This is an optimization exercise on Yosys and OpenROAD, whose aim is small area, a short achievable clock period and few clock cycles, not a production implementation.
Only simulation tests tie the RTL to the original design; equivalence was not proved.
No activity file was given, so power comes from the tool's default toggle rates.

==> inputs of run a <==
## top_set
module top_set #(
	parameter N = 64	 
)(
	input			clk,
	input			rst_n,
	input[7:0]		input_axi_data,
	input			input_axi_keep,
	input			input_axi_last,
	input			input_axi_valid,
	input			output_axi_ready,
	input signed[7:0]	coe_00_in,
	input signed[7:0]	coe_01_in,
	input signed[7:0]	coe_02_in,
	input signed[7:0]	coe_10_in,
	input signed[7:0]	coe_11_in,
	input signed[7:0]	coe_12_in,
	input signed[7:0]	coe_20_in,
	input signed[7:0]	coe_21_in,
	input signed[7:0]	coe_22_in,
	output			input_axi_ready,
	output[7:0]		output_axi_data,
	output			output_axi_valid,
	output			output_axi_last,
	output			output_axi_keep,
	output			sc1_window_en
);
clock: 7.0 ns
lec_check: 0
cap_margin: 20
core_margin: 2
core_utilization: 40
cts_buf_list: sky130_fd_sc_hd__clkbuf_16
cts_cluster_diameter: 100
cts_cluster_size: 24
setup_slack_margin: 4.1
slew_margin: 20
run.sh (not shown) runs the stock make flow with config.mk's settings and CLKGATE_MAP_FILE= SYNTH_SCRIPT=/design/flow/synth_recipe.tcl, a recipe that flattens the netlist after the stock synthesis.
==> run b: changes against run a <==
CTS_BUF_LIST = not set   (was sky130_fd_sc_hd__clkbuf_16)
CTS_CLUSTER_DIAMETER = not set   (was 100)
CTS_CLUSTER_SIZE = not set   (was 24)
==> run c: changes against run a <==
CORE_UTILIZATION = 60   (was 40)
CTS_BUF_LIST = sky130_fd_sc_hd__clkbuf_8   (was sky130_fd_sc_hd__clkbuf_16)
CTS_CLUSTER_DIAMETER = not set   (was 100)
CTS_CLUSTER_SIZE = 30   (was 24)
==> comparison table <==
Cell area power density: run b 417 nW/µm²; run a 385 nW/µm²; run c 419 nW/µm²
Sequential power share: run b 43.0%; run a 48.5%; run c 43.2%
Smallest hold slack: run b 304 ps; run a 304 ps; run c 284 ps
Maximum ir drop on the vdd rail: run b 0.307 mV; run a 0.300 mV; run c 0.380 mV
Met1 Routed Length: run b 37.7 mm; run a 37.9 mm; run c 38.3 mm
Slowest stage cell, crit path: run b dfxtp_1; run a fa_1; run c fa_1
Initial DRT Pass Iterations: run b 18; run a 17; run c 6
Signed area change from the synthesized netlist to the final layout: run b 13.8%; run a 9.07%; run c 12.7%
Maximum clock skew at final layout: run b 29.0 ps; run a 37.0 ps; run c 75.9 ps
Static Leak: run b 19.5 nW; run a 18.6 nW; run c 19.9 nW
Combinational Power Share: run b 24.9%; run a 28.1%; run c 25.7%
Fraction of area in multi-input gates: run b 29.3%; run a 30.6%; run c 29.6%
Final Cell Area: run b 48400 µm²; run a 46400 µm²; run c 48000 µm²
Placed Cells: run b 4460; run a 4460; run c 4008
Design internal power: run b 14.2 mW; run a 12.3 mW; run c 13.8 mW
Buffers excl. clock: run b 93; run a 93; run c 92
Die Span X: run b 330 µm; run a 330 µm; run c 270 µm
Ratio of cells with drive above 1 in the final layout: run b 6.91%; run a 3.93%; run c 9.68%
Vias per inst: run b 4.56; run a 4.59; run c 5.09
Initial detailed-routing violation count: run b 1650; run a 1593; run c 1660
Run status: run b timing/DRC/antenna clean; run a timing/DRC/antenna clean; run c timing/DRC/antenna clean
Layout clock buffer count: run b 170; run a 69; run c 229
Arrival time of data at the critical path endpoint: run b 3420 ps; run a 3360 ps; run c 3580 ps
Testbench counts of run a, summed over its fixed seeds: cycles 133,344.
Testbench counts of run b, summed over its fixed seeds: cycles 133,344.
Testbench counts of run c, summed over its fixed seeds: cycles 133,344.

==> inputs of 09-17 <==
top_set again, from the RTL that the note above started with.
clock: 7.0 ns
lec_check: 0
cap_margin: 20
core_margin: 2
core_utilization: 60
cts_buf_list: sky130_fd_sc_hd__clkbuf_16
cts_cluster_diameter: 110
cts_cluster_size: 30
setup_slack_margin: 4.2
slew_margin: 20
standard.sh (not shown) runs the stock make flow with config.mk's settings and CLKGATE_MAP_FILE= SYNTH_SCRIPT=/design/flow/synth_recipe.tcl, a recipe that flattens the netlist after the stock synthesis.
==> flow/flow/run.sh <==
#!/bin/bash
# Layout flow: the standard flow, with two changes to how the layout is
# made (the design, the constraints and the standard synthesis are unchanged):
#  1. after the standard synthesis, flow/polarity.py removes the inverters
#     that Yosys's full-adder extraction leaves between full adders, by
#     choosing for each full adder whether it works on true or complemented
#     signals (FA(~a,~b,~c) = ~FA(a,b,c)); registers are not touched;
#  2. the ports are buffered with sky130_fd_sc_hd__buf_1 cells.
# Each tool's output goes to a log file of its own in this folder.
set -euo pipefail
R=orfs/results/sky130hd/top_set/base
bash standard.sh synth > standard_synth.log 2>&1
cp $R/1_2_yosys.v $R/1_2_yosys.standard.v
python3 flow/polarity.py $R/1_2_yosys.standard.v $R/1_2_yosys.v > polarity.log 2>&1
rm -f $R/1_synth.odb $R/1_synth.sdc
export BUFFER_PORTS_ARGS="-buffer_cell sky130_fd_sc_hd__buf_1"
bash standard.sh > standard_layout.log 2>&1
Other scripts of this flow, unchanged in this note and not shown: flow/flow/polarity.py
==> 05-13: changes against 09-17 <==
--- a/flow/design.v
+++ b/flow/design.v
@@ -28,243 +28,279 @@
   input mn4,
   input mn5,
   input mn6,
   input mn7,
   input mn8,
   output reg [6:0] y
 );
 reg one0_0, two0_0, neg0_0;
+wire nn0_0 = co0[1] & ~(co0[0] & 1'b0);
 always @(posedge clk) begin
   one0_0 <= (co0[0] ^ 1'b0) & mn0;
   two0_0 <= ((co0[1] & ~co0[0] & ~1'b0) | (~co0[1] & co0[0] & 1'b0)) & mn0;
-  neg0_0 <= co0[1] & ~(co0[0] & 1'b0);
+  neg0_0 <= nn0_0;
 end
 reg one0_1, two0_1, neg0_1;
+wire nn0_1 = co0[3] & ~(co0[2] & co0[1]);
 always @(posedge clk) begin
   one0_1 <= (co0[2] ^ co0[1]) & mn0;
   two0_1 <= ((co0[3] & ~co0[2] & ~co0[1]) | (~co0[3] & co0[2] & co0[1])) & mn0;
-  neg0_1 <= co0[3] & ~(co0[2] & co0[1]);
+  neg0_1 <= nn0_1;
 end
 reg one0_2, two0_2, neg0_2;
+wire nn0_2 = co0[5] & ~(co0[4] & co0[3]);
 always @(posedge clk) begin
   one0_2 <= (co0[4] ^ co0[3]) & mn0;
   two0_2 <= ((co0[5] & ~co0[4] & ~co0[3]) | (~co0[5] & co0[4] & co0[3])) & mn0;
-  neg0_2 <= co0[5] & ~(co0[4] & co0[3]);
+  neg0_2 <= nn0_2;
 end
 reg one0_3, two0_3, neg0_3;
+wire nn0_3 = co0[7] & ~(co0[6] & co0[5]);
 always @(posedge clk) begin
   one0_3 <= (co0[6] ^ co0[5]) & mn0;
   two0_3 <= ((co0[7] & ~co0[6] & ~co0[5]) | (~co0[7] & co0[6] & co0[5])) & mn0;
-  neg0_3 <= co0[7] & ~(co0[6] & co0[5]);
+  neg0_3 <= nn0_3;
 end
 reg one1_0, two1_0, neg1_0;
+wire nn1_0 = co1[1] & ~(co1[0] & 1'b0);
 always @(posedge clk) begin
   one1_0 <= (co1[0] ^ 1'b0) & mn1;
   two1_0 <= ((co1[1] & ~co1[0] & ~1'b0) | (~co1[1] & co1[0] & 1'b0)) & mn1;
-  neg1_0 <= co1[1] & ~(co1[0] & 1'b0);
+  neg1_0 <= nn1_0;
 end
 reg one1_1, two1_1, neg1_1;
+wire nn1_1 = co1[3] & ~(co1[2] & co1[1]);
 always @(posedge clk) begin
   one1_1 <= (co1[2] ^ co1[1]) & mn1;
   two1_1 <= ((co1[3] & ~co1[2] & ~co1[1]) | (~co1[3] & co1[2] & co1[1])) & mn1;
-  neg1_1 <= co1[3] & ~(co1[2] & co1[1]);
+  neg1_1 <= nn1_1;
 end
 reg one1_2, two1_2, neg1_2;
+wire nn1_2 = co1[5] & ~(co1[4] & co1[3]);
 always @(posedge clk) begin
   one1_2 <= (co1[4] ^ co1[3]) & mn1;
   two1_2 <= ((co1[5] & ~co1[4] & ~co1[3]) | (~co1[5] & co1[4] & co1[3])) & mn1;
-  neg1_2 <= co1[5] & ~(co1[4] & co1[3]);
+  neg1_2 <= nn1_2;
 end
 reg one1_3, two1_3, neg1_3;
+wire nn1_3 = co1[7] & ~(co1[6] & co1[5]);
 always @(posedge clk) begin
   one1_3 <= (co1[6] ^ co1[5]) & mn1;
   two1_3 <= ((co1[7] & ~co1[6] & ~co1[5]) | (~co1[7] & co1[6] & co1[5])) & mn1;
-  neg1_3 <= co1[7] & ~(co1[6] & co1[5]);
+  neg1_3 <= nn1_3;
 end
 reg one2_0, two2_0, neg2_0;
+wire nn2_0 = co2[1] & ~(co2[0] & 1'b0);
 always @(posedge clk) begin
   one2_0 <= (co2[0] ^ 1'b0) & mn2;
   two2_0 <= ((co2[1] & ~co2[0] & ~1'b0) | (~co2[1] & co2[0] & 1'b0)) & mn2;
-  neg2_0 <= co2[1] & ~(co2[0] & 1'b0);
+  neg2_0 <= nn2_0;
 end
 reg one2_1, two2_1, neg2_1;
+wire nn2_1 = co2[3] & ~(co2[2] & co2[1]);
 always @(posedge clk) begin
   one2_1 <= (co2[2] ^ co2[1]) & mn2;
   two2_1 <= ((co2[3] & ~co2[2] & ~co2[1]) | (~co2[3] & co2[2] & co2[1])) & mn2;
-  neg2_1 <= co2[3] & ~(co2[2] & co2[1]);
+  neg2_1 <= nn2_1;
 end
 reg one2_2, two2_2, neg2_2;
+wire nn2_2 = co2[5] & ~(co2[4] & co2[3]);
 always @(posedge clk) begin
   one2_2 <= (co2[4] ^ co2[3]) & mn2;
   two2_2 <= ((co2[5] & ~co2[4] & ~co2[3]) | (~co2[5] & co2[4] & co2[3])) & mn2;
-  neg2_2 <= co2[5] & ~(co2[4] & co2[3]);
+  neg2_2 <= nn2_2;
 end
 reg one2_3, two2_3, neg2_3;
+wire nn2_3 = co2[7] & ~(co2[6] & co2[5]);
 always @(posedge clk) begin
   one2_3 <= (co2[6] ^ co2[5]) & mn2;
   two2_3 <= ((co2[7] & ~co2[6] & ~co2[5]) | (~co2[7] & co2[6] & co2[5])) & mn2;
-  neg2_3 <= co2[7] & ~(co2[6] & co2[5]);
+  neg2_3 <= nn2_3;
 end
 reg one3_0, two3_0, neg3_0;
+wire nn3_0 = co3[1] & ~(co3[0] & 1'b0);
 always @(posedge clk) begin
   one3_0 <= (co3[0] ^ 1'b0) & mn3;
   two3_0 <= ((co3[1] & ~co3[0] & ~1'b0) | (~co3[1] & co3[0] & 1'b0)) & mn3;
-  neg3_0 <= co3[1] & ~(co3[0] & 1'b0);
+  neg3_0 <= nn3_0;
 end
 reg one3_1, two3_1, neg3_1;
+wire nn3_1 = co3[3] & ~(co3[2] & co3[1]);
 always @(posedge clk) begin
   one3_1 <= (co3[2] ^ co3[1]) & mn3;
   two3_1 <= ((co3[3] & ~co3[2] & ~co3[1]) | (~co3[3] & co3[2] & co3[1])) & mn3;
-  neg3_1 <= co3[3] & ~(co3[2] & co3[1]);
+  neg3_1 <= nn3_1;
 end
 reg one3_2, two3_2, neg3_2;
+wire nn3_2 = co3[5] & ~(co3[4] & co3[3]);
 always @(posedge clk) begin
   one3_2 <= (co3[4] ^ co3[3]) & mn3;
   two3_2 <= ((co3[5] & ~co3[4] & ~co3[3]) | (~co3[5] & co3[4] & co3[3])) & mn3;
-  neg3_2 <= co3[5] & ~(co3[4] & co3[3]);
+  neg3_2 <= nn3_2;
 end
 reg one3_3, two3_3, neg3_3;
+wire nn3_3 = co3[7] & ~(co3[6] & co3[5]);
 always @(posedge clk) begin
   one3_3 <= (co3[6] ^ co3[5]) & mn3;
   two3_3 <= ((co3[7] & ~co3[6] & ~co3[5]) | (~co3[7] & co3[6] & co3[5])) & mn3;
-  neg3_3 <= co3[7] & ~(co3[6] & co3[5]);
+  neg3_3 <= nn3_3;
 end
 reg one4_0, two4_0, neg4_0;
+wire nn4_0 = co4[1] & ~(co4[0] & 1'b0);
 always @(posedge clk) begin
   one4_0 <= (co4[0] ^ 1'b0) & mn4;
   two4_0 <= ((co4[1] & ~co4[0] & ~1'b0) | (~co4[1] & co4[0] & 1'b0)) & mn4;
-  neg4_0 <= co4[1] & ~(co4[0] & 1'b0);
+  neg4_0 <= nn4_0;
 end
 reg one4_1, two4_1, neg4_1;
+wire nn4_1 = co4[3] & ~(co4[2] & co4[1]);
 always @(posedge clk) begin
   one4_1 <= (co4[2] ^ co4[1]) & mn4;
   two4_1 <= ((co4[3] & ~co4[2] & ~co4[1]) | (~co4[3] & co4[2] & co4[1])) & mn4;
-  neg4_1 <= co4[3] & ~(co4[2] & co4[1]);
+  neg4_1 <= nn4_1;
 end
 reg one4_2, two4_2, neg4_2;
+wire nn4_2 = co4[5] & ~(co4[4] & co4[3]);
 always @(posedge clk) begin
   one4_2 <= (co4[4] ^ co4[3]) & mn4;
   two4_2 <= ((co4[5] & ~co4[4] & ~co4[3]) | (~co4[5] & co4[4] & co4[3])) & mn4;
-  neg4_2 <= co4[5] & ~(co4[4] & co4[3]);
+  neg4_2 <= nn4_2;
 end
 reg one4_3, two4_3, neg4_3;
+wire nn4_3 = co4[7] & ~(co4[6] & co4[5]);
 always @(posedge clk) begin
   one4_3 <= (co4[6] ^ co4[5]) & mn4;
   two4_3 <= ((co4[7] & ~co4[6] & ~co4[5]) | (~co4[7] & co4[6] & co4[5])) & mn4;
-  neg4_3 <= co4[7] & ~(co4[6] & co4[5]);
+  neg4_3 <= nn4_3;
 end
 reg one5_0, two5_0, neg5_0;
+wire nn5_0 = co5[1] & ~(co5[0] & 1'b0);
 always @(posedge clk) begin
   one5_0 <= (co5[0] ^ 1'b0) & mn5;
   two5_0 <= ((co5[1] & ~co5[0] & ~1'b0) | (~co5[1] & co5[0] & 1'b0)) & mn5;
-  neg5_0 <= co5[1] & ~(co5[0] & 1'b0);
+  neg5_0 <= nn5_0;
 end
 reg one5_1, two5_1, neg5_1;
+wire nn5_1 = co5[3] & ~(co5[2] & co5[1]);
 always @(posedge clk) begin
   one5_1 <= (co5[2] ^ co5[1]) & mn5;
   two5_1 <= ((co5[3] & ~co5[2] & ~co5[1]) | (~co5[3] & co5[2] & co5[1])) & mn5;
-  neg5_1 <= co5[3] & ~(co5[2] & co5[1]);
+  neg5_1 <= nn5_1;
 end
 reg one5_2, two5_2, neg5_2;
+wire nn5_2 = co5[5] & ~(co5[4] & co5[3]);
 always @(posedge clk) begin
   one5_2 <= (co5[4] ^ co5[3]) & mn5;
   two5_2 <= ((co5[5] & ~co5[4] & ~co5[3]) | (~co5[5] & co5[4] & co5[3])) & mn5;
-  neg5_2 <= co5[5] & ~(co5[4] & co5[3]);
+  neg5_2 <= nn5_2;
 end
 reg one5_3, two5_3, neg5_3;
+wire nn5_3 = co5[7] & ~(co5[6] & co5[5]);
 always @(posedge clk) begin
   one5_3 <= (co5[6] ^ co5[5]) & mn5;
   two5_3 <= ((co5[7] & ~co5[6] & ~co5[5]) | (~co5[7] & co5[6] & co5[5])) & mn5;
-  neg5_3 <= co5[7] & ~(co5[6] & co5[5]);
+  neg5_3 <= nn5_3;
 end
 reg one6_0, two6_0, neg6_0;
+wire nn6_0 = co6[1] & ~(co6[0] & 1'b0);
 always @(posedge clk) begin
   one6_0 <= (co6[0] ^ 1'b0) & mn6;
   two6_0 <= ((co6[1] & ~co6[0] & ~1'b0) | (~co6[1] & co6[0] & 1'b0)) & mn6;
-  neg6_0 <= co6[1] & ~(co6[0] & 1'b0);
+  neg6_0 <= nn6_0;
 end
 reg one6_1, two6_1, neg6_1;
+wire nn6_1 = co6[3] & ~(co6[2] & co6[1]);
 always @(posedge clk) begin
   one6_1 <= (co6[2] ^ co6[1]) & mn6;
   two6_1 <= ((co6[3] & ~co6[2] & ~co6[1]) | (~co6[3] & co6[2] & co6[1])) & mn6;
-  neg6_1 <= co6[3] & ~(co6[2] & co6[1]);
+  neg6_1 <= nn6_1;
 end
 reg one6_2, two6_2, neg6_2;
+wire nn6_2 = co6[5] & ~(co6[4] & co6[3]);
 always @(posedge clk) begin
   one6_2 <= (co6[4] ^ co6[3]) & mn6;
   two6_2 <= ((co6[5] & ~co6[4] & ~co6[3]) | (~co6[5] & co6[4] & co6[3])) & mn6;
-  neg6_2 <= co6[5] & ~(co6[4] & co6[3]);
+  neg6_2 <= nn6_2;
 end
 reg one6_3, two6_3, neg6_3;
+wire nn6_3 = co6[7] & ~(co6[6] & co6[5]);
 always @(posedge clk) begin
   one6_3 <= (co6[6] ^ co6[5]) & mn6;
   two6_3 <= ((co6[7] & ~co6[6] & ~co6[5]) | (~co6[7] & co6[6] & co6[5])) & mn6;
-  neg6_3 <= co6[7] & ~(co6[6] & co6[5]);
+  neg6_3 <= nn6_3;
 end
 reg one7_0, two7_0, neg7_0;
+wire nn7_0 = co7[1] & ~(co7[0] & 1'b0);
 always @(posedge clk) begin
   one7_0 <= (co7[0] ^ 1'b0) & mn7;
   two7_0 <= ((co7[1] & ~co7[0] & ~1'b0) | (~co7[1] & co7[0] & 1'b0)) & mn7;
-  neg7_0 <= co7[1] & ~(co7[0] & 1'b0);
+  neg7_0 <= nn7_0;
 end
 reg one7_1, two7_1, neg7_1;
+wire nn7_1 = co7[3] & ~(co7[2] & co7[1]);
 always @(posedge clk) begin
   one7_1 <= (co7[2] ^ co7[1]) & mn7;
   two7_1 <= ((co7[3] & ~co7[2] & ~co7[1]) | (~co7[3] & co7[2] & co7[1])) & mn7;
-  neg7_1 <= co7[3] & ~(co7[2] & co7[1]);
+  neg7_1 <= nn7_1;
 end
 reg one7_2, two7_2, neg7_2;
+wire nn7_2 = co7[5] & ~(co7[4] & co7[3]);
 always @(posedge clk) begin
   one7_2 <= (co7[4] ^ co7[3]) & mn7;
   two7_2 <= ((co7[5] & ~co7[4] & ~co7[3]) | (~co7[5] & co7[4] & co7[3])) & mn7;
-  neg7_2 <= co7[5] & ~(co7[4] & co7[3]);
+  neg7_2 <= nn7_2;
 end
 reg one7_3, two7_3, neg7_3;
+wire nn7_3 = co7[7] & ~(co7[6] & co7[5]);
 always @(posedge clk) begin
   one7_3 <= (co7[6] ^ co7[5]) & mn7;
   two7_3 <= ((co7[7] & ~co7[6] & ~co7[5]) | (~co7[7] & co7[6] & co7[5])) & mn7;
-  neg7_3 <= co7[7] & ~(co7[6] & co7[5]);
+  neg7_3 <= nn7_3;
 end
 reg one8_0, two8_0, neg8_0;
+wire nn8_0 = co8[1] & ~(co8[0] & 1'b0);
 always @(posedge clk) begin
   one8_0 <= (co8[0] ^ 1'b0) & mn8;
   two8_0 <= ((co8[1] & ~co8[0] & ~1'b0) | (~co8[1] & co8[0] & 1'b0)) & mn8;
-  neg8_0 <= co8[1] & ~(co8[0] & 1'b0);
+  neg8_0 <= nn8_0;
 end
 reg one8_1, two8_1, neg8_1;
+wire nn8_1 = co8[3] & ~(co8[2] & co8[1]);
 always @(posedge clk) begin
   one8_1 <= (co8[2] ^ co8[1]) & mn8;
   two8_1 <= ((co8[3] & ~co8[2] & ~co8[1]) | (~co8[3] & co8[2] & co8[1])) & mn8;
-  neg8_1 <= co8[3] & ~(co8[2] & co8[1]);
+  neg8_1 <= nn8_1;
 end
 reg one8_2, two8_2, neg8_2;
+wire nn8_2 = co8[5] & ~(co8[4] & co8[3]);
 always @(posedge clk) begin
   one8_2 <= (co8[4] ^ co8[3]) & mn8;
   two8_2 <= ((co8[5] & ~co8[4] & ~co8[3]) | (~co8[5] & co8[4] & co8[3])) & mn8;
-  neg8_2 <= co8[5] & ~(co8[4] & co8[3]);
+  neg8_2 <= nn8_2;
 end
 reg one8_3, two8_3, neg8_3;
+wire nn8_3 = co8[7] & ~(co8[6] & co8[5]);
 always @(posedge clk) begin
   one8_3 <= (co8[6] ^ co8[5]) & mn8;
   two8_3 <= ((co8[7] & ~co8[6] & ~co8[5]) | (~co8[7] & co8[6] & co8[5])) & mn8;
-  neg8_3 <= co8[7] & ~(co8[6] & co8[5]);
+  neg8_3 <= nn8_3;
 end
 reg [3:0] nsel;
 always @* begin
   case (sel)
-    4'd0: nsel = {neg0_3, neg0_2, neg0_1, neg0_0};
-    4'd1: nsel = {neg1_3, neg1_2, neg1_1, neg1_0};
-    4'd2: nsel = {neg2_3, neg2_2, neg2_1, neg2_0};
-    4'd3: nsel = {neg3_3, neg3_2, neg3_1, neg3_0};
-    4'd4: nsel = {neg4_3, neg4_2, neg4_1, neg4_0};
-    4'd5: nsel = {neg5_3, neg5_2, neg5_1, neg5_0};
-    4'd6: nsel = {neg6_3, neg6_2, neg6_1, neg6_0};
-    4'd7: nsel = {neg7_3, neg7_2, neg7_1, neg7_0};
-    4'd8: nsel = {neg8_3, neg8_2, neg8_1, neg8_0};
+    4'd0: nsel = {nn0_3, nn0_2, nn0_1, nn0_0};
+    4'd1: nsel = {nn1_3, nn1_2, nn1_1, nn1_0};
+    4'd2: nsel = {nn2_3, nn2_2, nn2_1, nn2_0};
+    4'd3: nsel = {nn3_3, nn3_2, nn3_1, nn3_0};
+    4'd4: nsel = {nn4_3, nn4_2, nn4_1, nn4_0};
+    4'd5: nsel = {nn5_3, nn5_2, nn5_1, nn5_0};
+    4'd6: nsel = {nn6_3, nn6_2, nn6_1, nn6_0};
+    4'd7: nsel = {nn7_3, nn7_2, nn7_1, nn7_0};
+    4'd8: nsel = {nn8_3, nn8_2, nn8_1, nn8_0};
     default: nsel = 4'd0;
   endcase
 end
 reg [3:0] nadd;
 reg [9:0] sreg;
 always @(posedge clk or negedge rst_n) begin
   if (~rst_n) nadd <= 4'd0;
   else nadd <= nsel & {4{sacc}};
- ABC_AREA: unset -> 1
- CTS_CLUSTER_DIAMETER: 110 -> 105
- CTS_CLUSTER_SIZE: 30 -> 28
==> qor summary <==
                                                                                  09-17                    05-13
Worst skew pair latency                                                          670 ps                   680 ps
Setup Crit Path Kind                                                          in -> out               reg -> reg
Post-Route Skew                                                                 50.3 ps                  38.4 ps
Seq area share                                                                    60.5%                    59.0%
Pwr per Cell Area                                                            396 nW/µm²               417 nW/µm²
First-pass iteration count of the detailed router                                     5                        6
Portion of total power attributed to sequential cells                             49.6%                    45.8%
Worst vdd rail ir drop                                                         0.492 mV                 0.293 mV
Number of buffers other than clock buffers in the final layout                       91                       93
Inverter count                                                                       68                      390
Path depth of the worst reg2reg path                                                  5                        6
Number of clock buffers in the layout                                                52                       56
Final non-clock buffer share                                                     0.782%                   0.797%
Final non-filler cell total                                                        3908                     4316
Run status                                                      complete, no violations  complete, no violations
Testbench counts of 09-17, summed over its fixed seeds: cycles 133,344.
Testbench counts of 05-13, summed over its fixed seeds: cycles 133,344.

==> re-timing with driven ports <==
In the flow no input, the clock included, has a driving cell. The finished layouts below were timed again as built, in two steps. Step 1 sets driving cells, clkbuf_16 on the clock port and buf_2 on the other inputs (assumed; they add their load-dependent delay and slew). Step 2, shift: input delay + t, output delay - t, t = (earliest + latest rising clock arrival at the registers) / 2. This alone moves slack from input paths to output paths. Slacks: no drivers / after step 1 / after step 2; pairs: no drivers / after step 1.
run	t (ns)	setup slack, ns	worst hold slack (ns)	latest minus earliest clock arrival (ns)	worst register clock-pin slew, ns
run a	0.719	4.193 / 4.138 / 4.159	0.304 / 0.304 / 0.304	0.044 / 0.044	0.10 / 0.10
run b	0.757	4.159 / 4.103 / 4.159	0.304 / 0.304 / 0.304	0.036 / 0.036	0.07 / 0.07
run c	0.875	4.128 / 4.128 / 4.128	0.284 / 0.284 / 0.284	0.085 / 0.085	0.07 / 0.07
09-17	0.716	4.200 / 4.159 / 4.159	0.324 / 0.324 / 0.324	0.051 / 0.051	0.12 / 0.12
05-13	0.730	4.154 / 4.154 / 3.841	0.307 / 0.307 / 0.307	0.040 / 0.040	0.11 / 0.11
After both steps setup and hold are still met in every run listed. For 05-13, which loses most, drivers alone change the setup slack by 0.000 ns; drivers and shift together by -0.313 ns.
